Source: an optimization exercise on an open RTL-to-GDS flow (aim: small area and a short achievable clock period). Production flows keep margins and buffers that such runs may drop. The RTL was checked by simulation tests, not by an equivalence proof against the original design. No activity file was given, so power comes from the tool's default toggle rates.

$ cat flow/config.mk
export PLATFORM = sky130hd
export DESIGN_NAME = vga_controller
export DESIGN_NICKNAME = vga_controller
export VERILOG_FILES = /design/flow/design.v
export SDC_FILE = /design/flow/constraint.sdc
export NUM_CORES = 4
export LEC_CHECK = 0
export CAP_MARGIN = 20
export CORE_MARGIN = 2
export CORE_UTILIZATION = 60
export SLEW_MARGIN = 20
$ cat flow/standard.sh
#!/bin/bash
# synth_recipe.tcl (not shown) runs the flow's synth.tcl, then flattens the netlist and writes it again
# the make line also repeats each setting of config.mk as NAME=value (left out here)
make -C /OpenROAD-flow-scripts/flow DESIGN_CONFIG=/design/flow/config.mk WORK_HOME=/design/flow/orfs CLKGATE_MAP_FILE= SYNTH_SCRIPT=/design/flow/synth_recipe.tcl "${@:-finish}"
$ cat flow/design.v
`timescale 1ns / 1ps
module vga_controller(
    input clk_148MHz,
    input reset,
    input [11:0] sw,
    input btnU,
    input btnD,
    input btnR,
    input btnL,
    output hsync,
    output vsync,
    output video_on,
    output reg [11:0] h_count_reg,
    output [11:0] v_count_reg,
    output [3:0] vgaRed,
    output [3:0] vgaGreen,
    output [3:0] vgaBlue
);
    function lt12;
        input [11:0] x;
        input [11:0] k;
        integer i;
        reg r;
        begin
            r = 1'b0;
            for (i = 0; i < 12; i = i + 1)
                r = k[i] ? (~x[i] | r) : (~x[i] & r);
            lt12 = r;
        end
    endfunction
    reg [10:0] v;           
    reg [9:0]  lfsr;        
    reg [10:0] ch;          
    reg [9:0]  cv;          
    reg [10:0] y;           
    reg        r3, g3, b3;
    wire [11:0] h = h_count_reg;
    assign v_count_reg = {1'b0, v};
    wire h_end  = h[11] & h[7] & h[4] & h[3];              
    wire v_end  = v[10] & v[6] & v[5] & v[2] & v[0];       
    wire f_end  = h_end & v_end;
    wire move   = (lfsr == 10'b0101100100);
    wire [11:0] h_inc = h + 12'd1;
    wire [11:0] h_n = h_inc & ~({12{h_end}} & 12'b100010011001);
    wire [10:0] v_inc = v + 11'd1;
    wire [10:0] v_n = h_end ? (v_inc & ~({11{v_end}} & 11'b10001100110)) : v;
    always @(posedge clk_148MHz or posedge reset) begin
        if (reset) begin
            h_count_reg <= 12'd0;
            v <= 11'd0;
        end else begin
            h_count_reg <= h_n;
            v <= v_n;
        end
    end
    always @(posedge clk_148MHz or posedge reset) begin
        if (reset)
            lfsr <= 10'd0;
        else if (sw[2]) begin
            if (move)
                lfsr <= 10'd0;
            else
                lfsr <= {lfsr[8:0], ~(lfsr[9] ^ lfsr[6])};
        end
    end
    wire ch_lo  = lt12({1'b0, ch}, 12'd101);                        
    wire ch_hi  = ~lt12({1'b0, ch}, 12'd1820);
    wire ch_bar = ~lt12({1'b0, ch}, 12'd1300) & lt12({1'b0, ch}, 12'd1701);
    wire cv_lo  = lt12({2'b0, cv}, 12'd101);                        
    wire cv_hi  = ~lt12({2'b0, cv}, 12'd980);
    wire cv_gap = ~lt12({2'b0, cv}, 12'd701) & lt12({2'b0, cv}, 12'd750);
    wire coll = ch_lo | ch_hi | cv_lo | cv_hi | (ch_bar & ~cv_gap);
    wire go_home = sw[2] & coll;
    wire step    = sw[2] & ~coll & move;
    wire up      = step & btnU;              
    wire down    = step & ~btnU & btnD;      
    wire left    = step & btnL;
    wire right   = step & ~btnL & btnR;
    wire [9:0]  cv_n = go_home ? 10'd540 : up ? cv - 10'd1 : down ? cv + 10'd1 : cv;
    wire [10:0] ch_n = go_home ? 11'd960 : left ? ch - 11'd1 : right ? ch + 11'd1 : ch;
    wire [10:0] y_v  = y + {10'd0, h_end};                          
    wire [10:0] y_st = up ? y_v + 11'd1 : down ? y_v - 11'd1 : y_v;  
    wire [10:0] y_n  = go_home ? v_n - 11'd541 : f_end ? ~{1'b0, cv_n} : y_st;
    always @(posedge clk_148MHz or posedge reset) begin
        if (reset) begin
            ch <= 11'd960;
            cv <= 10'd540;
            y  <= 11'd1507;             
        end else begin
            ch <= ch_n;
            cv <= cv_n;
            y  <= y_n;
        end
    end
    wire vis = lt12(h, 12'd1920) & lt12({1'b0, v}, 12'd1080);
    wire [11:0] s = {1'b0, h[10:0]} + ~{1'b0, ch};
    wire [10:0] mx = s[10:0] ^ {11{s[11]}};    
    wire [9:0]  my = y[9:0] ^ {10{y[10]}};     
    wire [6:0]  ay = my[6:0] + {6'd0, ~y[10]};  
    reg  [6:0]  wtab;
    always @* begin
        case (ay)
            7'd0  : wtab = 7'd100;
            7'd1  : wtab = 7'd99;
            7'd2  : wtab = 7'd99;
            7'd3  : wtab = 7'd99;
            7'd4  : wtab = 7'd99;
            7'd5  : wtab = 7'd99;
            7'd6  : wtab = 7'd99;
            7'd7  : wtab = 7'd99;
            7'd8  : wtab = 7'd99;
            7'd9  : wtab = 7'd99;
            7'd10 : wtab = 7'd99;
            7'd11 : wtab = 7'd99;
            7'd12 : wtab = 7'd99;
            7'd13 : wtab = 7'd99;
            7'd14 : wtab = 7'd99;
            7'd15 : wtab = 7'd98;
            7'd16 : wtab = 7'd98;
            7'd17 : wtab = 7'd98;
            7'd18 : wtab = 7'd98;
            7'd19 : wtab = 7'd98;
            7'd20 : wtab = 7'd97;
            7'd21 : wtab = 7'd97;
            7'd22 : wtab = 7'd97;
            7'd23 : wtab = 7'd97;
            7'd24 : wtab = 7'd97;
            7'd25 : wtab = 7'd96;
            7'd26 : wtab = 7'd96;
            7'd27 : wtab = 7'd96;
            7'd28 : wtab = 7'd96;
            7'd29 : wtab = 7'd95;
            7'd30 : wtab = 7'd95;
            7'd31 : wtab = 7'd95;
            7'd32 : wtab = 7'd94;
            7'd33 : wtab = 7'd94;
            7'd34 : wtab = 7'd94;
            7'd35 : wtab = 7'd93;
            7'd36 : wtab = 7'd93;
            7'd37 : wtab = 7'd92;
            7'd38 : wtab = 7'd92;
            7'd39 : wtab = 7'd92;
            7'd40 : wtab = 7'd91;
            7'd41 : wtab = 7'd91;
            7'd42 : wtab = 7'd90;
            7'd43 : wtab = 7'd90;
            7'd44 : wtab = 7'd89;
            7'd45 : wtab = 7'd89;
            7'd46 : wtab = 7'd88;
            7'd47 : wtab = 7'd88;
            7'd48 : wtab = 7'd87;
            7'd49 : wtab = 7'd87;
            7'd50 : wtab = 7'd86;
            7'd51 : wtab = 7'd86;
            7'd52 : wtab = 7'd85;
            7'd53 : wtab = 7'd84;
            7'd54 : wtab = 7'd84;
            7'd55 : wtab = 7'd83;
            7'd56 : wtab = 7'd82;
            7'd57 : wtab = 7'd82;
            7'd58 : wtab = 7'd81;
            7'd59 : wtab = 7'd80;
            7'd60 : wtab = 7'd80;
            7'd61 : wtab = 7'd79;
            7'd62 : wtab = 7'd78;
            7'd63 : wtab = 7'd77;
            7'd64 : wtab = 7'd76;
            7'd65 : wtab = 7'd75;
            7'd66 : wtab = 7'd75;
            7'd67 : wtab = 7'd74;
            7'd68 : wtab = 7'd73;
            7'd69 : wtab = 7'd72;
            7'd70 : wtab = 7'd71;
            7'd71 : wtab = 7'd70;
            7'd72 : wtab = 7'd69;
            7'd73 : wtab = 7'd68;
            7'd74 : wtab = 7'd67;
            7'd75 : wtab = 7'd66;
            7'd76 : wtab = 7'd64;
            7'd77 : wtab = 7'd63;
            7'd78 : wtab = 7'd62;
            7'd79 : wtab = 7'd61;
            7'd80 : wtab = 7'd60;
            7'd81 : wtab = 7'd58;
            7'd82 : wtab = 7'd57;
            7'd83 : wtab = 7'd55;
            7'd84 : wtab = 7'd54;
            7'd85 : wtab = 7'd52;
            7'd86 : wtab = 7'd51;
            7'd87 : wtab = 7'd49;
            7'd88 : wtab = 7'd47;
            7'd89 : wtab = 7'd45;
            7'd90 : wtab = 7'd43;
            7'd91 : wtab = 7'd41;
            7'd92 : wtab = 7'd39;
            7'd93 : wtab = 7'd36;
            7'd94 : wtab = 7'd34;
            7'd95 : wtab = 7'd31;
            7'd96 : wtab = 7'd28;
            7'd97 : wtab = 7'd24;
            7'd98 : wtab = 7'd19;
            7'd99 : wtab = 7'd14;
            7'd100: wtab = 7'd0;
            default: wtab = 7'bx;
        endcase
    end
    wire neary = (my[9:7] == 3'd0) & (y[10] ? lt12({5'd0, my[6:0]}, 12'd101) : lt12({5'd0, my[6:0]}, 12'd100));
    wire nearx = (mx[10:7] == 4'd0);
    wire cmpx  = s[11] ? (mx[6:0] <= wtab) : (mx[6:0] < wtab);
    wire in_circ = nearx & neary & cmpx;
    wire left3  = s[11] & ~lt12({5'd0, mx[6:0]}, 12'd35);    
    wire right3 = ~s[11] & ~lt12({5'd0, mx[6:0]}, 12'd31);   
    wire bar = ~lt12(h, 12'd1400) & lt12(h, 12'd1601) &
               (lt12({1'b0, v}, 12'd601) | ~lt12({1'b0, v}, 12'd850));
    localparam [2:0] C_BLACK  = 3'b000,
                     C_BLUE   = 3'b001,
                     C_YELLOW = 3'b110,
                     C_RED    = 3'b100,
                     C_BAR    = 3'b011,
                     C_WHITE  = 3'b111,
                     C_PURPLE = 3'b101;
    reg [2:0] col_n;
    always @* begin
        if (!vis)
            col_n = C_BLACK;
        else if (sw[0])
            col_n = lt12(h, 12'd640) ? C_BLUE : lt12(h, 12'd1280) ? C_YELLOW : C_RED;
        else if (sw[1])
            col_n = lt12({1'b0, v}, 12'd360) ? C_BLACK : lt12({1'b0, v}, 12'd720) ? C_RED : C_YELLOW;
        else if (sw[2]) begin
            if (in_circ)
                col_n = left3 ? C_BLUE : right3 ? C_RED : C_YELLOW;
            else if (bar)
                col_n = C_BAR;
            else
                col_n = C_WHITE;
        end else
            col_n = C_PURPLE;
    end
    always @(posedge clk_148MHz or posedge reset) begin
        if (reset)
            {r3, g3, b3} <= 3'b000;
        else
            {r3, g3, b3} <= col_n;
    end
    wire r2 = r3 | (g3 & b3);
    wire g2 = r3 & g3;
    wire g1 = r3 & b3;
    wire b1 = b3 & ~(r3 ^ g3);
    wire b0 = b3 & (~r3 | g3);
    assign vgaRed   = {r3, r2, r2, r3};
    assign vgaGreen = {g3, g2, g1, g1};
    assign vgaBlue  = {b3, b3, b1, b0};
    assign hsync    = ~lt12(h, 12'd2008) & lt12(h, 12'd2053);
    assign vsync    = ~lt12({1'b0, v}, 12'd1084) & lt12({1'b0, v}, 12'd1090);
    assign video_on = vis;
endmodule
$ cat flow/flow/run.sh
#!/bin/bash
# Standard ORFS layout; smaller port buffers, a smaller clock tree without dummy loads,
# and a tighter timing-repair target (the SDC is unchanged).
bash standard.sh SETUP_SLACK_MARGIN=5 \
  "BUFFER_PORTS_ARGS=-buffer_cell sky130_fd_sc_hd__buf_2" \
  "CTS_ARGS=-sink_clustering_enable -repair_clock_nets -dont_use_dummy_load -buf_list sky130_fd_sc_hd__clkbuf_8 -sink_clustering_size 30" \
  finish > standard_run.log 2>&1
$ cat flow/constraint.sdc
create_clock -name core_clock -period 10.0 [get_ports {clk_148MHz}]
set_input_delay 2.0000 -clock core_clock [delete_from_list [all_inputs] [get_ports {clk_148MHz}]]
set_output_delay 2.0000 -clock core_clock [all_outputs]
set_load 0.01 [all_outputs]
==> reports/results.txt, run 1 <==
The flow ran to the end and the layout has no timing, DRC or antenna violations. For the total detailed-routing wirelength, the log shows 18.7 mm. The combinational family with the most area after synthesis is compound AO/OA/AOI/OAI gates. Summing the areas of all compound-gate instances in the mapped netlist gives 23.2% of the synthesized area.

Summing all multi-input logic gate instances after layout gives 4870 sq um. For this run the aggregate overflow at the end of global routing stands at 0. For the synthesized net count, the log shows 953.

In this run, distinct cell masters in the synthesized netlist total 87. The simple-gate area share of the yosys netlist is 23.1%. The tools report the utilization after layout as 64.4%. The net total in the final layout was 951. In this run, the number of DRC markers left after iteration 0 of detailed routing was 681. At the end of routability-driven placement, the weighted congestion stood at 0.913. The clock tree buffer depth was 2; the maximum fanout count along the critical path was 17. The slew at the pin closest to its max-slew limit was 1010 ps; the global routing usage summed across all routing layers was 29.8%. The count of nets left with antenna violations once routing finished came out at 0. Flip-flop cell with the highest count after synthesis: sky130_fd_sc_hd__dfrtp_1. The total of flip-flops plus latches after synthesis was 68. Yosys attributes the largest share of cell area to sky130_fd_sc_hd__dfrtp_1, sky130_fd_sc_hd__ha_1, sky130_fd_sc_hd__xnor2_1.

The power density over the cells came out at 144 nW/um^2. The tree is rooted in a sky130_fd_sc_hd__clkbuf_8. The mapped netlist covers 7030 sq um.

STA classifies the critical path startpoint as an input pin. The clock-pin slew on the worst setup and hold paths came out at 60 ps. The synthesized netlist devotes 8.58% of its cell area to adder and majority cells. The via-per-instance ratio is 6.52, and the count of inserted antenna diode cells is 0.

The via count of the first global-routing pass is 6255. The endpoint of the worst hold path is lfsr[8]. The worst path needs 4760 ps of the cycle, external delays included. Summed over all cells, the static leakage comes to 3.00 nW. sky130_fd_sc_hd__dfrtp_1 takes more of the synthesized area than any other cell.

Half-perimeter wire length after placement: 13.8 mm. The logs give 0 for the count of endpoints failing setup in the final report and 12600 sq um for the full die area. The instance count along the most critical hold path works out to 1. Derived from the worst setup path, the maximum achievable clock frequency is 210 MHz.

57 I/O pins were placed. The sequential cell area was 1720 sq um; the top cell type's share of synthesized area was 18.9%. For the number of clock buffers inserted by TritonCTS, the log shows 9.

The startpoint identified for the worst hold timing path is lfsr[8]. The worst path required time is 10300 ps. Dividing the synthesized area by the synthesized cell count gives 7.91 sq um. The sort of element at the end of the critical path was a register. The part of the Yosys area used for sequential elements was 24.5%.

Fill cells in the final layout number 1021. The number of warnings issued by yosys came out at 1. Summed over all failing endpoints, the final setup total negative slack is 0 ps.

TritonCTS built the clock tree. Of all flip-flops after synthesis, the portion carrying an async set or reset was 100%. The commonest cells after synthesis are sky130_fd_sc_hd__nand2_1, sky130_fd_sc_hd__nor2_1, sky130_fd_sc_hd__a21oi_1.

Entering global routing, the biggest net connects 69 pins. The count of max-cap constraint violations is 0. Dividing the detail-routed wire length by the instance count gives 18.2 um. In this run, synthesis inferred 0 flip-flops with an integrated enable. The startpoint of the most critical register-to-register path was y[10].

In the synthesized netlist, the number of instances is 888. At the worst endpoint, the arrival time is 5060 ps. The cell count after placement came out at 1016. The worst setup path category was input pin to register. For this run, design rule violations remaining after detail routing come to 0. After Yosys synthesis, XOR and XNOR cells account for 9.72% of the synthesized area. The first global-routing pass estimated 31.0 mm of wire. The worst hold path belongs to the class register to register. Number of antenna violations at the first check in global routing: 0. The post-route netlist has 14.3% of its cells at a drive strength greater than 1. Port buffering added 46 buffers. The core region is 11400 sq um.

The tools report the first-pass iteration count of the detailed router as 5. Maximum level of the CTS H-tree: 3. The most frequent cell after synthesis was sky130_fd_sc_hd__nand2_1. Die extent in x: 112 um.

The number of core rows came out at 39. The logs give 61.5% for the effective utilization at floorplan and 0.0970 mV for the largest vdd supply drop. The logs give 5310 ps for the register-to-register path setup slack and 0 for the final-report hold violation count. The worst pin sits at a relative slew slack of 32.1%.

The clock net in this run drives a total of 68 sinks. The area growth from synthesis to layout is 4.70%. The routed layout has 6698 vias.

Of the post-synthesis cell area, the part taken by muxes is 3.31%. Clock skew on the completed layout was measured at 21.3 ps. The tools report the non-filler instance count after layout as 1027. In this run the critical register-to-register path is captured at b3. The overall die height is 112 um, and the portion of the clock cycle consumed by the worst path in the final layout is 47.6%. Insertion delay to the later sink of the worst-skew pair: 370 ps. For the max-slew violation count, the log shows 0.

Flip-flop count of the largest register, all copies and words added: 12. Setup repair after global routing could not meet its margin everywhere. For the worst flop-to-flop path, the logic depth is 20.
-- metrics by stage --
stage	hold slack [ps]	area (sq um)	worst slack, ps	power [mW]
6_report	510	7360	5240	1.06
5_1_grt	539	7360	5020	1.14
4_1_cts	519	7280	5000	1.05
3_5_place_dp	503	7120	4140	0.861
3_3_place_gp	494	7120	4220	0.846
2_1_floorplan	481	7030	5020	0.764
-- layout make-up --
class	count	area share, %
Sequential cell	68	23.4
Clock buffer	9	1.68
Tap cell	143	2.43
Timing Repair Buffer	51	3.67
Inverter	49	2.53
Multi-Input combinational cell	707	66.2
-- layer usage --
metal  global-route usage (%)  vias to the layer above  share of wire (%)
li1                         -                     3236                  -
met1                     41.6                     3229                 46
met2                     47.6                      204                 46
met3                     4.54                       29                5.7
met4                     9.67                        0                1.9
met5                        0                        -                  0
-- worst max path at each step --
| stage | start | to | slack, ps | depth (start not counted) |
|---|---|---|---|---|
| 6_report | sw[2] | ch[10] | 5240 | 16 |
| 5_1_grt | y[10] | b3 | 5020 | 20 |
| 4_1_cts | y[10] | b3 | 5000 | 18 |
| 3_5_place_dp | sw[2] | ch[10] | 4140 | 16 |
| 3_3_place_gp | sw[2] | ch[10] | 4220 | 16 |
| 2_1_floorplan | sw[2] | ch[10] | 5020 | 17 |
-- power by group --
part | switching, mW | internal (mW) | total (mW)
Combinational | 0.278 | 0.212 | 0.490
Clock | 0.0964 | 0.0801 | 0.177
Sequential | 0.0665 | 0.326 | 0.393
-- critical path: stages --
cell                       delay [ps]
sky130_fd_sc_hd__buf_4            230
sky130_fd_sc_hd__nand2_1          110
sky130_fd_sc_hd__nor3_1           200
sky130_fd_sc_hd__and4_2           340
sky130_fd_sc_hd__o2111a_2         260
sky130_fd_sc_hd__nand2_2          130
sky130_fd_sc_hd__inv_4            130
sky130_fd_sc_hd__ha_1             270
sky130_fd_sc_hd__nor2b_1          150
sky130_fd_sc_hd__o21ai_1          160
sky130_fd_sc_hd__a21oi_1          110
sky130_fd_sc_hd__o21ai_1          170
sky130_fd_sc_hd__a21oi_1          130
sky130_fd_sc_hd__a31oi_2          280
sky130_fd_sc_hd__mux2i_1          230
sky130_fd_sc_hd__o22a_1           150
-- placed cells by master (no fill, tap or decap), types with 6 or more instances in the layout --
| cell type | netlist | final |
|---|---|---|
| sky130_fd_sc_hd__nand2_1 | 72 | 70 |
| sky130_fd_sc_hd__nor2_1 | 65 | 64 |
| sky130_fd_sc_hd__a21oi_1 | 55 | 54 |
| sky130_fd_sc_hd__dfrtp_1 | 53 | 53 |
| sky130_fd_sc_hd__xnor2_1 | 52 | 50 |
| sky130_fd_sc_hd__inv_1 | 49 | 47 |
| sky130_fd_sc_hd__o21ai_0 | 52 | 47 |
| sky130_fd_sc_hd__nand3_1 | 46 | 46 |
| sky130_fd_sc_hd__buf_2 | 19 | 45 |
| sky130_fd_sc_hd__ha_1 | 45 | 44 |
| sky130_fd_sc_hd__nor3_1 | 37 | 36 |
| sky130_fd_sc_hd__xor2_1 | 26 | 26 |
| sky130_fd_sc_hd__nand4_1 | 20 | 20 |
| sky130_fd_sc_hd__nor4_1 | 15 | 14 |
| sky130_fd_sc_hd__dfstp_2 | 15 | 14 |
| sky130_fd_sc_hd__a31oi_1 | 13 | 12 |
| sky130_fd_sc_hd__mux2i_1 | 12 | 12 |
| sky130_fd_sc_hd__a21o_1 | 11 | 11 |
| sky130_fd_sc_hd__nand2b_1 | 11 | 11 |
| sky130_fd_sc_hd__a311oi_1 | 9 | 9 |
| sky130_fd_sc_hd__and2_1 | 10 | 9 |
| sky130_fd_sc_hd__clkbuf_8 | 0 | 9 |
| sky130_fd_sc_hd__mux2_2 | 8 | 8 |
| sky130_fd_sc_hd__a211oi_1 | 8 | 8 |
| sky130_fd_sc_hd__a22oi_1 | 7 | 7 |
| sky130_fd_sc_hd__o2111ai_1 | 7 | 7 |
| sky130_fd_sc_hd__o31ai_1 | 7 | 7 |
| sky130_fd_sc_hd__nor2b_1 | 7 | 7 |
| sky130_fd_sc_hd__o21ai_1 | 3 | 7 |
| sky130_fd_sc_hd__or3_1 | 7 | 6 |
| sky130_fd_sc_hd__o211ai_1 | 6 | 6 |
| sky130_fd_sc_hd__buf_4 | 15 | 6 |
-- logic make-up (layout without fill, tap and decap cells) --
kind of cell | Yosys count | in the layout
AOI/OAI and AO/OA | 237 | 237
xor gates and xnor gates | 78 | 78
adders and majority gates | 47 | 47
buffers and inverters | 113 | 109
DFF | 68 | 68
muxes | 21 | 21
other | 1 | 1
and+or+nand+nor | 323 | 323
-- what timing repair did --
item | in CTS | in global routing
hold buffers | 0 | 0
setup buffers | 0 | 2
pin swaps | 0 | 1
gates resized for setup | 15 | 14
endpoints found under the setup margin | 8 | 5
==> inputs of run 2 (changes only) <==
--- a/flow/design.v
+++ b/flow/design.v
@@ -32,7 +32,8 @@
     reg [9:0]  lfsr;        
     reg [10:0] ch;          
     reg [9:0]  cv;          
-    reg [10:0] y;           
+    reg [9:0]  ya;          
+    reg        ys;          
     reg        r3, g3, b3;
     wire [11:0] h = h_count_reg;
     assign v_count_reg = {1'b0, v};
@@ -74,29 +75,56 @@
     wire step    = sw[2] & ~coll & move;
     wire up      = step & btnU;              
     wire down    = step & ~btnU & btnD;      
-    wire left    = step & btnL;
-    wire right   = step & ~btnL & btnR;
-    wire [9:0]  cv_n = go_home ? 10'd540 : up ? cv - 10'd1 : down ? cv + 10'd1 : cv;
-    wire [10:0] ch_n = go_home ? 11'd960 : left ? ch - 11'd1 : right ? ch + 11'd1 : ch;
-    wire [10:0] y_v  = y + {10'd0, h_end};                          
-    wire [10:0] y_st = up ? y_v + 11'd1 : down ? y_v - 11'd1 : y_v;  
-    wire [10:0] y_n  = go_home ? v_n - 11'd541 : f_end ? ~{1'b0, cv_n} : y_st;
+    wire left    = step & btnL;              
+    wire right   = step & ~btnL & btnR;      
+    function [10:0] ones11;
+        input [10:0] x;
+        integer i;
+        begin
+            ones11[0] = 1'b1;
+            for (i = 1; i < 11; i = i + 1)
+                ones11[i] = ones11[i-1] & x[i-1];
+        end
+    endfunction
+    wire [10:0] ch_1 = ones11(ch);
+    wire [10:0] ch_0 = ones11(~ch);
+    wire [9:0]  cv_1 = ones11({1'b0, cv});
+    wire [9:0]  cv_0 = ones11({1'b0, ~cv});
+    wire [9:0]  cv_n = go_home ? 10'd540 : cv ^ (({10{down}} & cv_1) | ({10{up}} & cv_0));
+    wire [10:0] ch_n = go_home ? 11'd960 : ch ^ (({11{right}} & ch_1) | ({11{left}} & ch_0));
+    wire [9:0]  ya_1 = ones11({1'b0, ya});
+    wire [9:0]  ya_0 = ones11({1'b0, ~ya});
+    wire [9:0]  yv_a = ya ^ ({10{h_end}} & (ys ? ya_0 : ya_1));
+    wire        yv_s = ys & ~(h_end & (ya == 10'd1));
+    wire [9:0]  yv_1 = ones11({1'b0, yv_a});
+    wire [9:0]  yv_0 = ones11({1'b0, ~yv_a});
+    wire        yv_z = (yv_a == 10'd0);
+    wire        yv_o = (yv_a == 10'd1);
+    wire        mag_inc = (up & ~yv_s) | (down & (yv_s | yv_z));
+    wire        mag_dec = (up & yv_s) | (down & ~yv_s & ~yv_z);
+    wire [9:0]  st_a = yv_a ^ (({10{mag_inc}} & yv_1) | ({10{mag_dec}} & yv_0));
+    wire        st_s = up ? (yv_s & ~yv_o) : down ? (yv_s | yv_z) : yv_s;
+    wire [11:0] dh = {1'b0, v_n} - 12'd540;
+    wire [9:0]  hm_a = dh[11] ? 10'd540 - v_n[9:0] : dh[9:0];
+    wire [9:0]  ya_n = f_end ? cv_n : go_home ? hm_a : st_a;
+    wire        ys_n = f_end ? 1'b1 : go_home ? dh[11] : st_s;
     always @(posedge clk_148MHz or posedge reset) begin
         if (reset) begin
             ch <= 11'd960;
             cv <= 10'd540;
-            y  <= 11'd1507;             
+            ya <= 10'd540;              
+            ys <= 1'b1;
         end else begin
             ch <= ch_n;
             cv <= cv_n;
-            y  <= y_n;
+            ya <= ya_n;
+            ys <= ys_n;
         end
     end
     wire vis = lt12(h, 12'd1920) & lt12({1'b0, v}, 12'd1080);
     wire [11:0] s = {1'b0, h[10:0]} + ~{1'b0, ch};
     wire [10:0] mx = s[10:0] ^ {11{s[11]}};    
-    wire [9:0]  my = y[9:0] ^ {10{y[10]}};     
-    wire [6:0]  ay = my[6:0] + {6'd0, ~y[10]};  
+    wire [6:0]  ay = ya[6:0];
     reg  [6:0]  wtab;
     always @* begin
         case (ay)
@@ -204,7 +232,7 @@
             default: wtab = 7'bx;
         endcase
     end
-    wire neary = (my[9:7] == 3'd0) & (y[10] ? lt12({5'd0, my[6:0]}, 12'd101) : lt12({5'd0, my[6:0]}, 12'd100));
+    wire neary = lt12({2'd0, ya}, 12'd101);
     wire nearx = (mx[10:7] == 4'd0);
     wire cmpx  = s[11] ? (mx[6:0] <= wtab) : (mx[6:0] < wtab);
     wire in_circ = nearx & neary & cmpx;
==> flow/flow/run.sh (replaced) <==
#!/bin/bash
# Standard ORFS layout; smaller port buffers, a smaller clock tree without dummy loads,
# and a timing-repair margin of 5 ns (the SDC is unchanged).
bash standard.sh SETUP_SLACK_MARGIN=5 \
  "BUFFER_PORTS_ARGS=-buffer_cell sky130_fd_sc_hd__buf_2" \
  "CTS_ARGS=-sink_clustering_enable -repair_clock_nets -dont_use_dummy_load -buf_list sky130_fd_sc_hd__clkbuf_8 -sink_clustering_size 30" \
  finish > standard_run.log 2>&1
==> run 2 against run 1 <==
Effect of this change:
- first-iteration DRC count fell by 14%
- sequential power fell by 6.9%
- power fell by 22%
- clock-buffer cell count did not move
- fmax barely moved
- critical path depth rose by 1
- utilization fell by 0.43 points
- via count fell by 6.1%
==> reports/results.txt, run 2 <==
The utilization after layout was 64.0% (-0.43 points). The slew at the pin closest to its max-slew limit is 906 ps (-105 ps). The proportion of register bits with asynchronous set or reset after synthesis was 100% (unchanged); the placeable core region was 10800 sq um (-5.5%). The critical path in this run is classified as register to register. Setup repair after global routing left no endpoint under its margin. Iteration-0 DRC count of the detailed router: 585 (-14%).

Worst path required time: 10260 ps (-40 ps). The run gives 3 (unchanged) as the maximum level of the CTS H-tree. By count the netlist is led by sky130_fd_sc_hd__nor2_1, sky130_fd_sc_hd__nand2_1, sky130_fd_sc_hd__a21oi_1. The startpoint of the most critical register-to-register path was ch[1]. The number of core rows is 38 (-2.6%). The flow ran to the end and the layout has no timing, DRC or antenna violations. The total of flip-flops plus latches after synthesis is 68 (unchanged), and the remaining antenna violation count is 0 (unchanged). The number of enable flip-flop cells after synthesis was 0 (unchanged). The net load switching power was 0.311 mW (-29%); the clock-pin slew on the worst setup and hold paths was 80 ps (+20 ps). The flip-flop cell with the highest count after synthesis was sky130_fd_sc_hd__dfrtp_1. The top cell type's share of synthesized area came out at 20.9% (+2.0 points). For the via count of the first global-routing pass, the log shows 5738 (-8.3%). TritonCTS built the clock tree. The logs give 891 (-6.3%) for the net total in the final layout and 0 (unchanged) for the max-slew violation count.

The synthesized instance count was 839 (-5.5%); the first-pass iteration count of the detailed router was 5 (unchanged). In the post-synthesis netlist, the cell with the most instances is sky130_fd_sc_hd__nor2_1. The run gives 892 (-6.4%) as the synthesized net count. The number of buffer and inverter instances along the worst setup path works out to 2 (unchanged). The critical path starts at ch[1]. The library cell used most frequently in the layout, excluding fill and tap cells, is sky130_fd_sc_hd__nor2_1. From synthesis to final layout, the design area changed by 4.90%. Post-synth design cell area: 6590 sq um (-6.3%). The average wire per standard cell is 18.2 um (+0.16%). The run gives 69 (unchanged) as the maximum number of pins on one net before global-route repair. In the post-synthesis netlist, the biggest area contributors are sky130_fd_sc_hd__dfrtp_1, sky130_fd_sc_hd__xnor2_1, sky130_fd_sc_hd__ha_1. The number of clock buffers inserted by TritonCTS was 9 (unchanged). The signal on the critical path passes through inv_1 -> ha_1 -> a211oi_1 -> nor2_1 -> or4_1 -> a2111oi_4 -> o31ai_2 -> buf_4 -> xnor2_1 -> ha_1 -> a21o_1 -> a21o_1 -> a211oi_2 -> o21bai_1 -> or4_1 -> a21oi_2 -> mux2i_1.

The sort of element at the start of the critical path was a register. Cell-internal power: 0.511 mW (-17%). The flip-flop count of the largest register, all copies and words added is 12 (unchanged). The clock tree buffer depth was 2 (unchanged). The final-report hold violation count came out at 0 (unchanged). The leakage power came out at 2.82 nW (-5.9%). The shortest clock period the worst path allows after layout is 4750 ps (-4.77 ps).

The longest individual stage delay on the worst path is 500 ps (+160 ps), and the maximum fanout count along the critical path is 7 (-10). For the relative contribution of the clock network to total power, the log shows 22.1% (+5.4 points). For the count of vias placed by the detailed router, the log shows 6288 (-6.1%). The fraction of layout instances using a drive strength above 1 was 12.6% (-1.7 points). The run gives 0 (unchanged) as the count of max-cap constraint violations. The I/O pin count came out at 57 (unchanged). The full die area was 11800 sq um (-6.1%). The logs give 44.6% (+7.5 points) for the sequential fraction of design power and 28.9 mm (-6.5%) for the global-route wire length before repair.

For the half-perimeter wire length after placement, the log shows 12.8 mm (-7.2%). Combinational fraction of design power: 33.3% (-13 points). For the number of clock sinks, the log shows 68 (unchanged). The die extent in x was 109 um (-3.1%); the largest vdd supply drop was 0.0816 mV (-16%). The count of inserted antenna diode cells was 0 (unchanged); the insertion delay to the later sink of the worst-skew pair was 380 ps (about the same). Kind of cell adding the most delay to the critical path: compound AO/OA/AOI/OAI gates. The library cells used most frequently in the layout, excluding fill and tap cells, are sky130_fd_sc_hd__nor2_1, sky130_fd_sc_hd__nand2_1, sky130_fd_sc_hd__a21oi_1.

The port buffer count works out to 46 (unchanged). The count of endpoints failing setup in the final report is 0 (unchanged), and the overall die height is 109 um (-3.1%). The sort of element at the end of the critical path is a register. Portion of the clock cycle consumed by the worst path in the final layout: 47.5% (-0.048 points). The logs give 210 MHz (about the same) for the highest attainable clock frequency and 0 (unchanged) for the number of antenna violations at the first check in global routing. The synthesized area per cell works out to 7.85 sq um (-0.81%).

The run gives 28.2 ps (+6.90 ps) as the largest clock skew in the final design. The arrival time at the worst endpoint was 5020 ps (-40 ps). The number of distinct standard cells referenced by the synthesized netlist is 79 (-9.2%), and the routability congestion estimate is 0.923 (+1.1%). The tree is rooted in a sky130_fd_sc_hd__clkbuf_8. The number of warnings issued by yosys was 1 (unchanged); the final-layout setup total negative slack was 0 ps (unchanged). The number of remaining DRC errors was 0 (unchanged).

The library cell contributing the largest single delay on the critical path was sky130_fd_sc_hd__or4_1. The run gives 26.1% (+1.6 points) as the part of the Yosys area used for sequential elements. The type of the tightest min-delay check is register to register.

The worst slew margin relative to its limit was 39.6% (+7.5 points). The number of setup buffers added after CTS came out at 0 (unchanged). For the global routing usage summed across all routing layers, the log shows 31.1% (+1.3 points).

The synthesized design spends more area on one cell type than any other, namely sky130_fd_sc_hd__dfrtp_1. The switching power as a share of total power was 37.9% (-3.8 points). The power density over the cells was 119 nW/um^2 (-17%).

The effective utilization at floorplan was 61.0% (-0.52 points); the total detailed-routing wirelength was 17.8 mm (-4.8%). The residual overflow from global routing came out at 0 (unchanged). The via-per-instance ratio was 6.44 (-1.2%).

In this run the most critical hold path is launched from lfsr[8].
==> run 2: cell count changes after synthesis, sizes merged, moves of 13 or more <==
cell | before | now
nor3 | 38 | 19
buf | 38 | 21
or3 | 8 | 21
nand3 | 46 | 30
clkbuf | 26 | 44
==> run 2: per-layer routing <==
layer	routed length [um]	part of all wire [%]	track usage, %
met4	486	2.7	11.6
met5	0	0	0
met1	7840	44	41.3
met2	8430	47	50.4
met3	1020	5.7	5.56
==> run 2: cell families (layout without fill, tap and decap cells) <==
family / Yosys count / after routing / synth area share [%]
AND/OR/NAND/NOR: 302 / 302 / 23.4
AO/OA/AOI/OAI: 232 / 232 / 23.6
other: 1 / 1 / 0.0569
XOR/XNOR: 76 / 76 / 10.1
adder cells (fa/ha/maj): 35 / 35 / 6.76
flip-flops: 68 / 68 / 26.1
buffers and inverters: 105 / 102 / 6.78
multiplexers: 20 / 20 / 3.19
==> run 2: timing repair <==
action	in CTS	in global routing
hold buffers	0	0
resized for setup	3	3
endpoints found under the setup margin	3	3
==> run 2: path summary, 6_finish.rpt <==
| kind | endpoint | slack, ps | cells after the start |
|---|---|---|---|
| setup / recovery | r3 | 5250 | 17 |
| hold / removal | lfsr[9] | 510 | 1 |
| setup reg to reg | r3 | 5250 | 17 |
| hold reg to reg | lfsr[9] | 510 | 1 |
| max in group asynchronous | h_count_reg[7] | 7500 | 3 |
| min in group asynchronous | ya[1] | 1900 | 3 |
==> run 2: cell type report <==
type	instances	area, sq um
fillers	942	3880
well taps	140	175
multi-input cells	666	4460
flip-flops and latches	68	1720
clock buffers	9	124
repair buffers	53	280
inverters	40	150
==> run 2: power by group through the flow <==
| stage | clock (mW) | sequential (mW) | combinational (mW) |
|---|---|---|---|
| detailed placement | 0 | 0.369 | 0.268 |
| finish | 0.182 | 0.366 | 0.274 |
| global route | 0.194 | 0.372 | 0.309 |
| floorplan | 0 | 0.331 | 0.244 |
| global placement | 0 | 0.367 | 0.260 |
| CTS | 0.187 | 0.364 | 0.271 |
==> run 2: metrics by stage <==
stage / power [mW] / instance area (sq um) / hold slack (ps) / setup slack [ps] / cells
final: 0.822 / 6910 / 508 / 5250 / 976
after global routing: 0.875 / 6910 / 540 / 4990 / 976
after CTS: 0.822 / 6880 / 513 / 5130 / 975
after detailed placement: 0.637 / 6750 / 497 / 4900 / 966
after global placement: 0.626 / 6750 / 488 / 4990 / 966
after floorplan: 0.574 / 6590 / 472 / 5540 / 839
==> inputs of run 3 (changes only) <==
==> flow/flow/run.sh (replaced) <==
#!/bin/bash
# Standard ORFS layout; smaller port buffers, a smaller clock tree without dummy loads,
# and a timing-repair margin of 7 ns (the SDC is unchanged).
bash standard.sh SETUP_SLACK_MARGIN=7 \
  "BUFFER_PORTS_ARGS=-buffer_cell sky130_fd_sc_hd__buf_2" \
  "CTS_ARGS=-sink_clustering_enable -repair_clock_nets -dont_use_dummy_load -buf_list sky130_fd_sc_hd__clkbuf_8 -sink_clustering_size 30" \
  finish > standard_run.log 2>&1
==> run 3 against run 2 <==
Effect of this change:
- via count grew 9.7%
- routed wire length grew 16%
- register-to-register slack gained 620 ps
- largest cell class unchanged
- first-iteration DRC count grew 8.2%
- critical path depth is the same
- fmax grew 15%
- sequential cell count is the same
- clock skew grew 3.7 ps
==> reports/results.txt, run 3 <==
The tree is rooted in a sky130_fd_sc_hd__clkbuf_8. Slew at the pin closest to its max-slew limit: 942 ps (+36.0 ps). The tools report the effective utilization at floorplan as 61.0% (unchanged). The die extent in x was 109 um (unchanged); the worst slew margin relative to its limit was 36.7% (-2.9 points).

The final hold slack was 525 ps (+16.9 ps). The number of buffer and inverter instances along the worst setup path is 2 (unchanged), and the number of antenna violations at the first check in global routing is 0 (unchanged). The tools report the placeable core region as 10800 sq um (unchanged). The number of distinct standard cells referenced by the synthesized netlist was 79 (unchanged).

The maximum number of pins on one net before global-route repair was 69 (unchanged); the arrival time at the worst endpoint was 4420 ps (-600 ps). The average wire per standard cell is 19.5 um (+7.0%). The run gives 57 (unchanged) as the I/O pin count. The signal on the critical path passes through inv_4 -> ha_4 -> a211oi_2 -> nor2_1 -> or4_4 -> a2111oi_4 -> o31ai_2 -> buf_4 -> xnor2_1 -> ha_1 -> a21o_1 -> a21o_1 -> a211oi_2 -> o21bai_1 -> or4_1 -> a21oi_2 -> mux2i_1. The kind of cell with the highest combined delay along the critical path is compound AO/OA/AOI/OAI gates. The run gives 6930 sq um (+2.7%) as the placed cell area. The run gives 0 (unchanged) as the final-report hold violation count.

The largest individual stage delay along the critical path comes from the cell sky130_fd_sc_hd__or4_4. The largest clock skew in the final design is 31.8 ps (+3.67 ps), and the insertion delay to the later sink of the worst-skew pair is 370 ps (about the same). The run gives 11800 sq um (unchanged) as the full die area.

The most frequent cell after synthesis was sky130_fd_sc_hd__nor2_1. The tools report the number of remaining DRC errors as 0 (unchanged). The tools report the max-slew violation count as 0 (unchanged). The number of clock sinks is 68 (unchanged), and the register-to-register path setup slack is 5870 ps (+620 ps). The residual overflow from global routing is 0 (unchanged). The fraction of layout instances using a drive strength above 1 is 31.5% (+19 points).

The via count of the first global-routing pass is 6181 (+7.7%), and the synthesized area per cell is 7.85 sq um (unchanged). The port buffer count was 46 (unchanged). The count of endpoints failing setup in the final report is 0 (unchanged), and the number of enable flip-flop cells after synthesis is 0 (unchanged).

The synthesized net count is 892 (unchanged). The top cell types in the final layout, fill and taps aside, are sky130_fd_sc_hd__nor2_1, sky130_fd_sc_hd__nand2_1, sky130_fd_sc_hd__buf_4. Setup repair after global routing could not meet its margin everywhere.

The global-route wire length before repair was 31.5 mm (+8.9%); the maximum level of the CTS H-tree was 3 (unchanged). The leakage power was 3.34 nW (+18%). The overall die height came out at 109 um (unchanged). STA classifies the critical path startpoint as a register. STA classifies the critical path endpoint as a register. The signed area change from the synthesized netlist to the final layout was 26.0%.

Leaving out fill and tap cells, the most frequent cell in the layout is sky130_fd_sc_hd__nor2_1. The post-synth design cell area is 6590 sq um (unchanged), and the maximum fanout count along the critical path is 5 (-2). Among all flip-flop cells after synthesis, the most frequent one is sky130_fd_sc_hd__dfrtp_1.

By count the netlist is led by sky130_fd_sc_hd__nor2_1, sky130_fd_sc_hd__nand2_1, sky130_fd_sc_hd__a21oi_1. Area of all placed cells without fillers: 8300 sq um (+20%). The part of the Yosys area used for sequential elements is 26.1% (unchanged), and the total detailed-routing wirelength is 20.7 mm (+16%). TritonCTS built the clock tree. The top cell type's share of synthesized area was 20.9% (unchanged). The proportion of register bits with asynchronous set or reset after synthesis was 100% (unchanged). The first-pass iteration count of the detailed router is 5 (unchanged). The highest attainable clock frequency was 242 MHz (+15%). Of all cell types, the one taking the most synthesized area is sky130_fd_sc_hd__dfrtp_1. The largest vdd supply drop is 0.128 mV (+57%), and the number of buffers added to fix hold violations after cts is 0 (unchanged). For the half-perimeter wire length after placement, the log shows 13.1 mm (+2.3%).

The longest individual stage delay on the worst path was 450 ps (-50 ps). The final-layout setup total negative slack was 0 ps (unchanged). By area the synthesized netlist is led by sky130_fd_sc_hd__dfrtp_1, sky130_fd_sc_hd__xnor2_1, sky130_fd_sc_hd__ha_1. The total power came out at 0.881 mW (+7.3%).

The run finished with no timing, DRC or antenna violations. The path class of the tightest hold or removal check is register to register. The portion of the clock cycle consumed by the worst path in the final layout is 41.3% (-6.2 points).

The worst setup slack after layout was 5870 ps (+625 ps); the global routing usage summed across all routing layers was 34.3% (+3.2 points). The remaining antenna violation count is 0 (unchanged). The multi-input gate area in the final layout is 4910 sq um (+10%). The total of flip-flops plus latches after synthesis came out at 68 (unchanged).

Count of inserted antenna diode cells: 0 (unchanged). The number of clock buffers inserted by TritonCTS was 9 (unchanged). The worst path required time was 10290 ps (+30 ps); the clock tree buffer depth was 2 (unchanged).

The flip-flop count of the largest register, all copies and words added was 12 (unchanged); the number of filler instances in the final layout was 792 (-16%). Synthesized instance count: 839 (unchanged). The iteration-0 DRC count of the detailed router came out at 633 (+8.2%). The critical path in this run is classified as register to register.

The tools report the routability congestion estimate as 0.951 (+3.1%). The run gives 6897 (+9.7%) as the count of vias placed by the detailed router. The clock-pin slew on the worst setup and hold paths works out to 90 ps (about the same).

The tools report the net total in the final layout as 976 (+9.5%). The power density over the cells is 106 nW/um^2 (-11%). For the post-placement setup slack, the log shows 5380 ps (+480 ps). The count of max-cap constraint violations was 0 (unchanged). The shortest clock period the worst path allows after layout is 4130 ps (-625 ps), and the number of warnings issued by yosys is 1 (unchanged). The sequential cell area was 1770 sq um (+2.8%). The via-per-instance ratio works out to 6.50 (+0.90%).

The number of core rows was 38 (unchanged).
[run 3: worst register-to-register path, cell delays in order (launching register included)]
cell and delay, ps:
sky130_fd_sc_hd__dfrtp_2 430, sky130_fd_sc_hd__inv_4 80, sky130_fd_sc_hd__ha_4 200, sky130_fd_sc_hd__a211oi_2 180, sky130_fd_sc_hd__nor2_1 80, sky130_fd_sc_hd__or4_4 450
sky130_fd_sc_hd__a2111oi_4 360, sky130_fd_sc_hd__o31ai_2 110, sky130_fd_sc_hd__buf_4 170, sky130_fd_sc_hd__xnor2_1 130, sky130_fd_sc_hd__ha_1 300, sky130_fd_sc_hd__a21o_1 180
sky130_fd_sc_hd__a21o_1 170, sky130_fd_sc_hd__a211oi_2 250, sky130_fd_sc_hd__o21bai_1 120, sky130_fd_sc_hd__or4_1 430, sky130_fd_sc_hd__a21oi_2 210, sky130_fd_sc_hd__mux2i_1 210
[run 3: path summary, 6_finish.rpt]
| kind | start | to | cells after the start |
|---|---|---|---|
| setup reg to reg | ch[1] | r3 | 17 |
| max in group asynchronous | reset | v[6] | 3 |
| min in group asynchronous | reset | cv[1] | 3 |
| hold / removal | lfsr[8] | lfsr[9] | 1 |
| hold reg to reg | lfsr[8] | lfsr[9] | 1 |
| setup / recovery | ch[1] | r3 | 17 |
[run 3: layer usage]
layer	wire, um	GRT usage [%]	share of wire [%]	vias to the layer above
li1	-	-	-	3206
met1	8900	46.7	43	3318
met2	9570	53.5	46	325
met3	1620	7.53	7.8	48
met4	581	12.7	2.8	0
met5	0	0	0	-
[run 3: power by group]
part / internal, mW / switching [mW] / total [mW]
Clock: 0.0803 / 0.102 / 0.183
Sequential: 0.309 / 0.0485 / 0.358
Combinational: 0.153 / 0.188 / 0.341
Total: 0.543 / 0.339 / 0.881
[run 3: cell type report]
type / instances / share of cell area [%]
multi-input combinational: 666 / 59.2
sequential: 68 / 21.3
timing repair buffer: 138 / 14.0
tap: 140 / 2.11
inverter: 40 / 1.88
clock buffer: 9 / 1.49
[run 3: logic make-up after synthesis]
logic type,after synthesis,synth area share (%)
other cells,1,0.0569
xor+xnor,76,10.1
flops,68,26.1
simple gates,302,23.4
buf+inv,105,6.78
fa+ha+maj,35,6.76
compound gates,232,23.6
mux,20,3.19
[run 3: per-stage QoR]
stage,utilization [%],instances
6_report,76.9,1061
3_5_place_dp,64.2,965
4_1_cts,72.5,1024
5_1_grt,76.9,1061
2_1_floorplan,-,839
3_3_place_gp,64.2,965
[run 3: repair_timing]
action / in CTS / in global routing
cloned: 1 / 0
resized for setup: 100 / 47
endpoints found under the setup margin: 64 / 61
pin swaps: 13 / 14
setup buffers: 49 / 37
==> inputs of run 4 (changes only) <==
--- a/flow/config.mk
+++ b/flow/config.mk
@@ -5,6 +5,7 @@
 export SDC_FILE = /design/flow/constraint.sdc
 export NUM_CORES = 4
 export LEC_CHECK = 0
+export ABC_AREA = 1
 export CAP_MARGIN = 20
 export CORE_MARGIN = 2
 export CORE_UTILIZATION = 60
==> run 4 against run 3 <==
Effect of this change:
- via count increased by 18%
- utilization is 5.5 points higher
- critical endpoint is now video_on
- synthesized cell count up 30%
- clock power about the same
- cell count up 28%
- register-to-register slack better by 530 ps
- global-route usage is 0.094 points higher
- combinational power increased by 33%
- still clean
- sequential power rose by 3%
- sequential cell count unchanged
- die area increased by 5.4%
- first-iteration DRC count rose by 53%
==> reports/results.txt, run 4 <==
The instance count along the most critical hold path is 2 (+1), and the highest attainable clock frequency is 274 MHz (+13%). The run gives 14.3 mm (+9.1%) as the half-perimeter wire length after placement. The combinational family with the most area after synthesis is simple AND/OR/NAND/NOR gates. For the max-slew violation count, the log shows 0 (unchanged). Insertion delay to the later sink of the worst-skew pair: 380 ps (about the same). The tools report the I/O pin count as 57 (unchanged). The run finished with no timing, DRC or antenna violations. Leaving out fill and tap cells, the most frequent cells in the layout are sky130_fd_sc_hd__nand2_1, sky130_fd_sc_hd__inv_1, sky130_fd_sc_hd__nor2_1.

The critical path in this run is classified as register to output port. The cell sitting at the root of the clock tree is a sky130_fd_sc_hd__clkbuf_8. The number of distinct standard cells referenced by the synthesized netlist is 58 (-27%), and the fraction of synthesized cell area in xor and xnor cells is 5.27% (-4.8 points).

Number of clock buffers inserted by TritonCTS: 9 (unchanged). The clock-pin slew on the worst setup and hold paths was 90 ps (about the same); the slew at the pin closest to its max-slew limit was 931 ps (-11.3 ps). The worst register-to-register path begins at ch[0]. Flip-flop count of the largest register, all copies and words added: 12 (unchanged). The utilization after layout is 82.4% (+5.5 points).

Maximum level of the CTS H-tree: 3 (unchanged). The overall die height works out to 112 um (+2.7%). The via-per-instance ratio is 5.99 (-7.8%), and the die extent in x is 112 um (+2.7%). The tightest min-delay check is of the register to register type. The maximum number of pins on one net before global-route repair was 69 (unchanged). The routability congestion estimate was 0.945 (-0.61%).

Simple-gate area share of the yosys netlist: 37.2% (+14 points). Sort of element at the end of the critical path: an output port. The number of filler instances in the final layout was 760 (-4.0%); the synthesized-area fraction occupied by ao, oa, aoi and oai cells was 14.4% (-9.2 points).

Register-to-register path setup slack: 6400 ps (+530 ps). The tools report the effective utilization at floorplan as 61.2% (+0.16 points). The maximum fanout count along the critical path is 4 (-1), and the count of cells along the worst register-to-register path is 18 (+1). The first-pass iteration count of the detailed router came out at 7 (+2). The count of vias placed by the detailed router was 8133 (+18%); the iteration-0 DRC count of the detailed router was 971 (+53%).

The port buffer count is 46 (unchanged), and the synthesized instance count is 1089 (+30%). The adder-cell area share of the yosys netlist is 6.40% (-0.36 points), and the leakage power is 4.78 nW (+43%). The count of endpoints failing setup in the final report was 0 (unchanged). The tools report the number of warnings issued by yosys as 1 (unchanged). Setup repair after global routing could not meet its margin everywhere. Ranked by instance count, the synthesized netlist is headed by sky130_fd_sc_hd__nand2_1, sky130_fd_sc_hd__inv_1, sky130_fd_sc_hd__nor2_1. The synthesized area per cell is 6.39 sq um (-19%), and the top cell type's share of synthesized area is 19.8% (-1.1 points). The part of the Yosys area used for sequential elements is 24.7% (-1.4 points), and the worst slew margin relative to its limit is 37.9% (+1.2 points).

Yosys attributes the largest share of cell area to sky130_fd_sc_hd__dfrtp_1, sky130_fd_sc_hd__nand2_1, sky130_fd_sc_hd__inv_1. Shortest clock period the worst path allows after layout: 3650 ps (-482 ps). The power density over the cells works out to 108 nW/um^2 (+1.3%). The final-report hold violation count is 0 (unchanged).

The library cell used most frequently in the layout, excluding fill and tap cells, is sky130_fd_sc_hd__nand2_1. The worst path required time is 8000 ps (-2290 ps), and the synthesized net count is 1142 (+28%). The run gives 0 ps (unchanged) as the final-layout setup total negative slack. The tools report the via count of the first global-routing pass as 7283 (+18%). Count of max-cap constraint violations: 0 (unchanged). The fraction of synthesized area in multiplexers was 0% (-3.2 points); the number of remaining DRC errors was 0 (unchanged). The total of flip-flops plus latches after synthesis is 68 (unchanged), and the arrival time at the worst endpoint is 1650 ps (-2770 ps). The remaining antenna violation count came out at 0 (unchanged). The portion of the clock cycle consumed by the worst path in the final layout is 36.5% (-4.8 points), and the number of clock sinks is 68 (unchanged). The post-synth design cell area was 6960 sq um (+5.6%). Clock tree buffer depth: 2 (unchanged). TritonCTS built the clock tree.

The start point of the worst hold path is lfsr[2]. The global routing usage summed across all routing layers was 34.4% (+0.094 points); the average wire per standard cell was 17.6 um (-9.8%). The run gives 23.8 mm (+15%) as the total detailed-routing wirelength. The signed area change from the synthesized netlist to the final layout was 34.7%. The run gives 39 (+2.6%) as the number of core rows.

Among all flip-flop cells after synthesis, the most frequent one is sky130_fd_sc_hd__dfrtp_1. For the full die area, the log shows 12500 sq um (+5.4%). The number of antenna violations at the first check in global routing is 0 (unchanged), and the placeable core region is 11400 sq um (+5.3%). The logs give 0 (unchanged) for the count of inserted antenna diode cells and 34.0 ps (+2.13 ps) for the largest clock skew in the final design. The run gives 35.0 mm (+11%) as the global-route wire length before repair. The fraction of layout instances using a drive strength above 1 works out to 33.5% (+2.0 points). The sort of element at the start of the critical path was a register.

The proportion of register bits with asynchronous set or reset after synthesis was 100% (unchanged). The net total in the final layout is 1269 (+30%). For hold timing, the worst endpoint is lfsr[3]. Final hold slack: 509 ps (-15.8 ps). The endpoint identified for the worst register-to-register timing path is b3. Residual overflow from global routing: 0 (unchanged). Summed over all instances, the cell type with the most area after synthesis is sky130_fd_sc_hd__dfrtp_1.

The largest vdd supply drop was 0.0857 mV (-33%); the number of enable flip-flop cells after synthesis was 0 (unchanged). The most frequent cell after synthesis was sky130_fd_sc_hd__nand2_1.
[run 4: cell count changes in the layout (fill, tap and decap cells not counted), sizes merged, moves of 15 or more]
cell    change
a211oi     -15
inv       +127
nand2     +207
nand3      +79
nor2       +43
o21ai      +20
or3        -21
xnor2      -51
xor2       +16
[run 4: worst max path at each step]
stage / startpoint / end / slack, ps / cells past startpoint
detailed placement: sw[2] / ya[1] / 5440 / 7
global placement: sw[2] / ya[1] / 5460 / 7
floorplan: sw[2] / ya[6] / 6640 / 14
finish: v[3] / video_on / 6350 / 8
global route: h_count_reg[4] / ya[9] / 6220 / 18
CTS: v[3] / vsync / 6410 / 4
[run 4: logic make-up after synthesis]
group,Yosys count
flip-flops,68
buffers and inverters,202
adder cells (fa/ha/maj),35
other,1
AO/OA/AOI/OAI,170
XOR/XNOR,41
AND/OR/NAND/NOR,572
[run 4: routing by layer]
layer	vias up	track usage (%)	wire length, um
li1	3819	-	-
met1	3813	46.2	9580
met2	421	57.1	11600
met3	80	4.52	1910
met4	0	12.4	798
met5	-	0	0
[run 4: area by class of cell]
| type | count | area, sq um | share of cell area [%] |
|---|---|---|---|
| clock buffer | 9 | 124 | 1.32 |
| inverter | 170 | 694 | 7.41 |
| multi-input combinational | 821 | 5370 | 57.3 |
| sequential | 68 | 1750 | 18.7 |
| tap | 143 | 179 | 1.91 |
| timing repair buffer | 146 | 1250 | 13.4 |
[run 4: worst max-delay path, stage by stage (launching register included)]
cell	delay, ps
sky130_fd_sc_hd__dfrtp_2	480
sky130_fd_sc_hd__nand2_2	110
sky130_fd_sc_hd__inv_2	60
sky130_fd_sc_hd__nand2_4	80
sky130_fd_sc_hd__nand2_2	50
sky130_fd_sc_hd__o21ai_2	170
sky130_fd_sc_hd__nand3_2	120
sky130_fd_sc_hd__inv_2	110
sky130_fd_sc_hd__buf_6	120
[run 4: metrics by stage]
stage / area (sq um) / power, mW / cells / worst slack [ps]
floorplan: 7200 / 0.641 / 1089 / 6640
global placement: 7390 / 0.720 / 1247 / 5460
detailed placement: 7390 / 0.721 / 1247 / 5440
CTS: 8410 / 0.936 / 1313 / 6410
global route: 9370 / 1.07 / 1357 / 6220
finish: 9370 / 1.01 / 1357 / 6350
[run 4: report_power, final]
group	internal [mW]	switching [mW]
Clock	0.0803	0.104
Combinational	0.167	0.288
Sequential	0.311	0.0572
[run 4: what timing repair did]
action	in CTS	in global routing
resized for setup	127	152
hold buffers	0	0
pin swaps	47	59
buffers inserted	55	44
gates cloned	2	0
setup endpoints to repair	59	61
==> inputs of run 5 (changes only) <==
==> flow/flow/run.sh (replaced) <==
#!/bin/bash
# Standard ORFS layout; smaller port buffers, a smaller clock tree without dummy loads,
# and a timing-repair margin of 6 ns (the SDC is unchanged).
bash standard.sh SETUP_SLACK_MARGIN=6 \
  "BUFFER_PORTS_ARGS=-buffer_cell sky130_fd_sc_hd__buf_2" \
  "CTS_ARGS=-sink_clustering_enable -repair_clock_nets -dont_use_dummy_load -buf_list sky130_fd_sc_hd__clkbuf_8 -sink_clustering_size 30" \
  finish > standard_run.log 2>&1
==> run 5 against run 4 <==
Effect of this change:
- still clean
- global-route usage down 3.7 points
- clock skew down 13 ps
- hold slack worse by 15 ps
- die area unchanged
- sequential share of layout area up 4.6 points
- sequential cell count unchanged
- register-to-register slack worse by 20 ps
- worst setup slack worse by 180 ps
- synthesized cell count unchanged
- critical path type unchanged
- critical endpoint is now hsync
- largest cell class unchanged
==> reports/results.txt, run 5 <==
Synthesized instance count: 1089 (unchanged). The maximum level of the CTS H-tree came out at 3 (unchanged). TritonCTS built the clock tree. The global-route wire length before repair was 31.2 mm (-11%).

The fraction of synthesized area in multiplexers works out to 0% (unchanged). Of all cell types, the one taking the most synthesized area is sky130_fd_sc_hd__dfrtp_1. The logs give 1169 (-7.9%) for the net total in the final layout and 11400 sq um (unchanged) for the placeable core region. The most common cell after layout, fill and taps aside was sky130_fd_sc_hd__nand2_1. The synthesized net count was 1142 (unchanged). The tree is rooted in a sky130_fd_sc_hd__clkbuf_8. Iteration-0 DRC count of the detailed router: 558 (-43%).

The final-layout setup total negative slack is 0 ps (unchanged). The most frequent cell after synthesis was sky130_fd_sc_hd__nand2_1. For the residual overflow from global routing, the log shows 0 (unchanged). The run gives 0.102 mV (+19%) as the largest vdd supply drop.

By area the synthesized netlist is led by sky130_fd_sc_hd__dfrtp_1, sky130_fd_sc_hd__nand2_1, sky130_fd_sc_hd__inv_1. The signed area change from the synthesized netlist to the final layout works out to 6.13%. The run finished with no timing, DRC or antenna violations.

The shortest clock period the worst path allows after layout is 3830 ps (+184 ps), and the portion of the clock cycle consumed by the worst path in the final layout is 38.3% (+1.8 points). The synthesized-area fraction occupied by ao, oa, aoi and oai cells is 14.4% (unchanged), and the remaining antenna violation count is 0 (unchanged). The total of flip-flops plus latches after synthesis was 68 (unchanged).

The clock tree buffer depth came out at 2 (unchanged). The run gives 57 (unchanged) as the I/O pin count. The proportion of register bits with asynchronous set or reset after synthesis is 100% (unchanged), and the max-slew violation count is 0 (unchanged).

In the layout the commonest cells are sky130_fd_sc_hd__nand2_1, sky130_fd_sc_hd__inv_1, sky130_fd_sc_hd__nor2_1. The utilization after layout is 64.9% (-17 points). The highest attainable clock frequency came out at 261 MHz (-4.8%). The number of filler instances in the final layout is 1117 (+47%), and the maximum number of pins on one net before global-route repair is 69 (unchanged). The number of clock sinks was 68 (unchanged); the full die area was 12500 sq um (unchanged).

The logs give 4470 sq um (-17%) for the multi-input gate area in the final layout and 8000 ps (about the same) for the worst path required time. The arrival time at the worst endpoint came out at 1830 ps (+180 ps). The number of clock buffers inserted by TritonCTS was 9 (unchanged).

Sort of element at the end of the critical path: an output port. The power density over the cells was 123 nW/um^2 (+14%); the count of cells along the worst register-to-register path was 18 (unchanged). The type of the tightest min-delay check was register to register. The count of vias placed by the detailed router came out at 7127 (-12%). The simple-gate area share of the yosys netlist was 37.2% (unchanged). The worst slew margin relative to its limit was 38.0% (+0.068 points); the flip-flop count of the largest register, all copies and words added was 12 (unchanged). The count of max-cap constraint violations was 0 (unchanged). The count of inserted antenna diode cells came out at 0 (unchanged). The global routing usage summed across all routing layers is 30.7% (-3.7 points), and the post-placement setup slack is 5240 ps (-201 ps).

By startpoint and endpoint, the worst setup path is classified as register to output port. Sort of element at the start of the critical path: a register. The run gives 1720 sq um (-1.6%) as the sequential cell area. The synthesized area per cell works out to 6.39 sq um (unchanged). The via count of the first global-routing pass is 6461 (-11%). Via-per-instance ratio: 5.67 (-5.4%). The slew at the pin closest to its max-slew limit came out at 930 ps (-1.03 ps). Among all flip-flop cells after synthesis, the most frequent one is sky130_fd_sc_hd__dfrtp_1. The half-perimeter wire length after placement is 14.3 mm (about the same), and the fraction of synthesized cell area in xor and xnor cells is 5.27% (unchanged).

Top cell type's share of synthesized area: 19.8% (unchanged). The number of antenna violations at the first check in global routing came out at 0 (unchanged). The largest clock skew in the final design came out at 20.5 ps (-13.5 ps). The count of endpoints failing setup in the final report was 0 (unchanged); the maximum fanout count along the critical path was 5 (+1). The adder-cell area share of the yosys netlist was 6.40% (unchanged); the worst setup slack after layout was 6170 ps (-184 ps). Combinational family with the most area after synthesis: simple AND/OR/NAND/NOR gates. The port buffer count works out to 46 (unchanged). The tools report the number of distinct standard cells referenced by the synthesized netlist as 58 (unchanged). The number of enable flip-flop cells after synthesis was 0 (unchanged). The effective utilization at floorplan came out at 61.2% (unchanged).

Setup repair after global routing left no endpoint under its margin. The clock-pin slew on the worst setup and hold paths is 80 ps (about the same), and the fraction of layout instances using a drive strength above 1 is 11.3% (-22 points). The number of buffers added to fix hold violations after cts came out at 0 (unchanged).

The logs give 5 (-2) for the first-pass iteration count of the detailed router and 0 (unchanged) for the final-report hold violation count. The average wire per standard cell is 15.0 um (-15%), and the number of warnings issued by yosys is 1 (unchanged). The routability congestion estimate is 0.949 (+0.44%).

The logs give 0 (unchanged) for the number of remaining DRC errors and 18.8 mm (-21%) for the total detailed-routing wirelength. The overall die height was 112 um (unchanged). Instance count along the most critical hold path: 2 (unchanged). The insertion delay to the later sink of the worst-skew pair is 380 ps (about the same), and the die extent in x is 112 um (unchanged). For the leakage power, the log shows 3.96 nW (-17%). The commonest cells after synthesis are sky130_fd_sc_hd__nand2_1, sky130_fd_sc_hd__inv_1, sky130_fd_sc_hd__nor2_1.

The logs give 6960 sq um (unchanged) for the post-synth design cell area and 39 (unchanged) for the number of core rows. The tools report the part of the Yosys area used for sequential elements as 24.7% (unchanged).
## run 5: cell counts after synthesis
Identical to the previous run, type by type.
## run 5: final timing paths
| kind | start | to | slack (ps) |
|---|---|---|---|
| setup / recovery | h_count_reg[11] | hsync | 6170 |
| hold / removal | lfsr[5] | lfsr[6] | 490 |
| setup reg to reg | ch[8] | b3 | 6380 |
| hold reg to reg | lfsr[5] | lfsr[6] | 490 |
| max in group asynchronous | reset | v[4] | 7430 |
| min in group asynchronous | reset | b3 | 1920 |
## run 5: logic make-up (layout without fill, tap and decap cells)
group	Yosys count	in the layout
adders and majority gates	35	35
buffers and inverters	202	227
xor gates and xnor gates	41	41
DFF	68	68
AOI/OAI and AO/OA	170	170
other	1	1
and+or+nand+nor	572	572
## run 5: cell type report
cell class                      count  area share [%]
Multi-Input combinational cell    819            60.5
Tap cell                          143            2.42
Clock buffer                        9            1.68
Sequential cell                    68            23.3
Inverter                          170            8.76
Timing Repair Buffer               48            3.36
## run 5: routing by layer
layer / track usage (%) / wire length (um) / vias up
li1: - / - / 3624
met1: 43.0 / 8810 / 3250
met2: 48.6 / 8550 / 224
met3: 5.39 / 1080 / 29
met4: 9.47 / 378 / 0
met5: 0 / 0 / -
## run 5: per-stage QoR
step / power (mW) / std cells / area [sq um] / hold WS, ps
2_1_floorplan: 0.637 / 1089 / 6960 / 464
3_5_place_dp: 0.721 / 1248 / 7190 / 476
6_report: 0.908 / 1257 / 7380 / 494
4_1_cts: 0.905 / 1257 / 7330 / 497
5_1_grt: 0.978 / 1257 / 7380 / 532
3_3_place_gp: 0.721 / 1248 / 7190 / 474
## run 5: critical path, cell delays in order (launching register included)
cell and delay, ps:
sky130_fd_sc_hd__dfrtp_1 470, sky130_fd_sc_hd__inv_1 140, sky130_fd_sc_hd__nor4_1 320, sky130_fd_sc_hd__nand3_1 110, sky130_fd_sc_hd__o41ai_1 240, sky130_fd_sc_hd__buf_2 190
## run 5: power by group
group / switching, mW / total, mW / leakage [nW] / internal, mW
Clock: 0.100 / 0.180 / 0.0647 / 0.0802
Combinational: 0.242 / 0.366 / 3.03 / 0.124
Sequential: 0.0517 / 0.362 / 0.864 / 0.310
Total: 0.393 / 0.908 / 3.96 / 0.515
## run 5: what timing repair did
item                       in CTS  in global routing
setup endpoints to repair      16                 11
pin swaps                       0                  0
gates resized for setup         7                 15
setup buffers                   0                  0

[afterwards: timing with drivers on the ports]
The results above use ideal ports. As a check the final layouts listed here were re-extracted and re-timed, cells and wires unchanged. Step 1, drivers: a clkbuf_16 drives clk_148MHz and a buf_2 each remaining input, both assumed. Step 2 times the ports against the registers' clock, not the clock port: input delays grow and output delays shrink by t, the midpoint of the rising clock arrivals with the driver on. Three values: ideal ports, drivers, drivers and shift; two values: the first two.
run | shift t [ns] | setup WS [ns] | worst register clock-pin slew, ns | worst slew at a driven data input, ns | pins driven straight from the clock port
run 1 | 0.399 | 5.241 / 5.225 / 4.826 | 0.08 / 0.08 | 0.05 | 1
run 2 | 0.396 | 5.245 / 5.245 / 5.245 | 0.08 / 0.08 | 0.04 | 1
run 3 | 0.391 | 5.870 / 5.870 / 5.513 | 0.09 / 0.09 | 0.07 | 1
run 4 | 0.398 | 6.352 / 6.313 / 6.196 | 0.09 / 0.09 | 0.12 | 1
run 5 | 0.404 | 6.168 / 6.132 / 5.794 | 0.08 / 0.08 | 0.04 | 1
After both steps setup and hold are still met in every run listed. For run 1, which loses most, drivers alone change the setup slack by -0.016 ns; drivers and shift together by -0.415 ns.
